This is an optimization exercise on Yosys and OpenROAD, whose aim is small area, a short achievable clock period and few clock cycles, not a production implementation. Power figures rest on the tool's default switching activity, not on a simulated workload.

==> flow/design.v (excerpt) <==
module qrcode_decoder(
    input clk,
    input srst_n,
    input start,
    input sram_rdata,
    output [11:0] sram_raddr,
    output reg [5:0] loc_y,
    output reg [5:0] loc_x,
    output reg [7:0] decode_text,    
    output reg valid,
    output reg finish
);
Settings: LEC_CHECK=0, ABC_AREA=1, CAP_MARGIN=20, CORE_MARGIN=2, CORE_UTILIZATION=40, SLEW_MARGIN=20; clock period 16.0 ns.
standard.sh (not shown) runs the stock make flow with config.mk's settings and CLKGATE_MAP_FILE= SYNTH_SCRIPT=/design/flow/synth_recipe.tcl, a recipe that flattens the netlist after the stock synthesis.
==> flow/flow/run.sh <==
#!/bin/bash
# The standard layout (standard.sh, unchanged), run with a copy of the ORFS
# scripts in which only abc_area.script (the logic optimisation recipe that
# synthesis hands to ABC) differs, and with these settings in its environment:
#  - ABC's recipe: resyn2rs-style AIG rewriting and resubstitution, dch -f,
#    then area-oriented mapping (map -a) and ABC's usual buffering and
#    sizing, instead of dch and delay-oriented mapping (map -B 0.9);
#  - synthesis leaves the adders to ABC instead of mapping them to the
#    library's half- and full-adder cells (ADDER_MAP_FILE empty);
#    the rest of synthesis is standard.sh's own (synth_recipe.tcl: no fsm or
#    share passes, flattened, function nets renamed), so the registers are the
#    standard synthesis's;
#  - the buffers that the flow puts on every input and output port are
#    sky130_fd_sc_hd__buf_2 cells instead of the slower delay cells that
#    buffer_ports picks by default;
#  - repair_timing aims for a setup slack of 11.8 ns, i.e. it sizes the cells
#    of paths slower than about 4.2 ns;
#  - clock tree synthesis uses sky130_fd_sc_hd__clkbuf_8 buffers and no dummy
#    loads.
# The clock, its period and the I/O constraints are the design's, unchanged.
# Each tool's full output is in standard.log in this folder (and ORFS's own
# per-step logs under orfs/logs).
cp -r "$FLOW_HOME/scripts" orfs_scripts
cat > orfs_scripts/abc_area.script <<'ABC'
strash
balance
resub -K 6
rewrite
resub -K 6 -N 2
refactor
resub -K 8
balance
resub -K 8 -N 2
rewrite
resub -K 10
rewrite -z
resub -K 10 -N 2
balance
resub -K 12
refactor -z
resub -K 12 -N 2
rewrite -z
balance
dch -f
map -a
topo
stime -c
buffer -c
upsize -c
dnsize -c
ABC
export SCRIPTS_DIR="$PWD/orfs_scripts"
export ADDER_MAP_FILE=
export BUFFER_PORTS_ARGS="-buffer_cell sky130_fd_sc_hd__buf_2"
export SETUP_SLACK_MARGIN=11.8
export CTS_ARGS="-sink_clustering_enable -repair_clock_nets -dont_use_dummy_load -buf_list sky130_fd_sc_hd__clkbuf_8"
bash standard.sh > standard.log 2>&1
The baseline passed the timing, design-rule and antenna checks.
Rerun with:
--- a/flow/design.v
+++ b/flow/design.v
@@ -61,36 +61,36 @@
             3'd5: maskbit = ~p2 & p0;
             3'd6: maskbit = ~(p2 ^ p1);
             default: maskbit = ~(t2 ^ p1);
         endcase
     end
 endfunction
 function [5:0] poff;      
     input [3:0] kk;
     begin
         poff =
-            (kk == 4'd0) ? {3'sd0, 3'sd2} :
-            (kk == 4'd1) ? {3'sd2, 3'sd2} :
-            (kk == 4'd2) ? {-3'sd2, -3'sd2} :
-            (kk == 4'd3) ? {3'sd2, -3'sd2} :
-            (kk == 4'd4) ? {-3'sd2, 3'sd2} :
-            (kk == 4'd5) ? {3'sd0, -3'sd2} :
-            (kk == 4'd6) ? {3'sd2, 3'sd0} :
-            (kk == 4'd7) ? {-3'sd2, 3'sd0} :
-            (kk == 4'd8) ? {3'sd1, 3'sd1} :
-            (kk == 4'd9) ? {-3'sd1, -3'sd1} :
-            (kk == 4'd10) ? {3'sd1, -3'sd1} :
-            (kk == 4'd11) ? {-3'sd1, 3'sd1} :
-            (kk == 4'd12) ? {3'sd0, 3'sd1} :
-            (kk == 4'd13) ? {3'sd0, -3'sd1} :
-            (kk == 4'd14) ? {3'sd1, 3'sd0} :
-                            {-3'sd1, 3'sd0};
+            (kk == 4'd0)  ? {3'sd0, 3'sd2} :
+            (kk == 4'd1)  ? {3'sd0, -3'sd2} :
+            (kk == 4'd2)  ? {3'sd2, 3'sd0} :
+            (kk == 4'd3)  ? {-3'sd2, 3'sd0} :
+            (kk == 4'd4)  ? {3'sd2, 3'sd2} :
+            (kk == 4'd5)  ? {-3'sd2, -3'sd2} :
+            (kk == 4'd6)  ? {3'sd2, -3'sd2} :
+            (kk == 4'd7)  ? {-3'sd2, 3'sd2} :
+            (kk == 4'd8)  ? {3'sd0, 3'sd1} :
+            (kk == 4'd9)  ? {3'sd0, -3'sd1} :
+            (kk == 4'd10) ? {3'sd1, 3'sd0} :
+            (kk == 4'd11) ? {-3'sd1, 3'sd0} :
+            (kk == 4'd12) ? {3'sd1, 3'sd1} :
+            (kk == 4'd13) ? {-3'sd1, -3'sd1} :
+            (kk == 4'd14) ? {3'sd1, -3'sd1} :
+                            {-3'sd1, 3'sd1};
     end
 endfunction
 localparam [5:0] P_N = 6'd16;     
 function [5:0] x7;        
     input [2:0] c;
     begin
         case (c)
             3'b001: x7 = 6'd7;
             3'b010: x7 = 6'd14;
             3'b111: x7 = 6'd57;
@@ -140,36 +140,36 @@
     begin
         span2 = (hi - lo) >= 2;
     end
 endfunction
 function [5:0] roffy;     
     input s;
     input [2:0] c;
     begin
         case (c)
             3'd0: roffy = s ? 6'd17 : 6'd3;
-            3'd1: roffy = s ? 6'd20 : 6'd0;
-            3'd2: roffy = s ? 6'd18 : 6'd2;
-            3'd3: roffy = s ? 6'd16 : 6'd4;
+            3'd1: roffy = s ? 6'd18 : 6'd2;
+            3'd2: roffy = s ? 6'd16 : 6'd4;
+            3'd3: roffy = s ? 6'd20 : 6'd0;
             default: roffy = s ? 6'd14 : 6'd6;
         endcase
     end
 endfunction
 function [5:0] roffx;     
     input s;
     input [2:0] c;
     begin
         case (c)
             3'd0: roffx = s ? 6'd61 : 6'd47;
-            3'd1: roffx = s ? 6'd0 : 6'd44;
-            3'd2: roffx = s ? 6'd62 : 6'd46;
-            3'd3: roffx = s ? 6'd60 : 6'd48;
+            3'd1: roffx = s ? 6'd62 : 6'd46;
+            3'd2: roffx = s ? 6'd60 : 6'd48;
+            3'd3: roffx = s ? 6'd0 : 6'd44;
             default: roffx = s ? 6'd58 : 6'd50;
         endcase
     end
 endfunction
 function [2:0] wmove;     
     input [2:0] aq, bq;
     input [1:0] ar, br;
     reg u, lowb;
     begin
         u = ({bq, br} == {3'd6, 2'd2}) || ({bq, br} == {3'd6, 2'd1}) ||
What happened: The new run passed the timing, design-rule and antenna checks. Worst setup slack gets worse by 9.0 ps. Clock skew goes down by 5.2 ps. Utilization shrinks by 2.0 points. Synthesized cell count came out lower by 1.9%. Power shrinks by 3.1%. Die area is lower by 0.55%. Clock power stays flat. Via count shrinks by 2.0%. Routed wire length falls by 1.2%. Design area drops by 4.4%. Global-route usage fell by 0.27 points. First-iteration DRC count is lower by 6.0%.
No run of this note included a check of the RTL's function; only the layout flow was run.

[what the ideal ports hide]
No port has a modelled driver above. Below, the same layouts with a new extraction and two added sets of constraints. Step 1: set_driving_cell puts a clkbuf_16 on clk and a buf_2 on each other input, an assumption about the parent block. Step 2 times the ports against the registers' clock, not the clock port: input delays grow and output delays shrink by t, the midpoint of the rising clock arrivals with the driver on. a / b / c = no drivers / after step 1 / after step 2; a / b = the first two.
run | shift t [ns] | setup WS [ns] | worst slew at a driven data input, ns
the first run | 0.410 | 11.820 / 11.781 / 11.688 | 0.03
the second run | 0.414 | 11.811 / 11.770 / 11.667 | 0.04
After both steps every run listed still meets setup and hold. The setup slack of the second run, which loses most, moves by -0.041 ns with the drivers and by -0.144 ns with both steps.
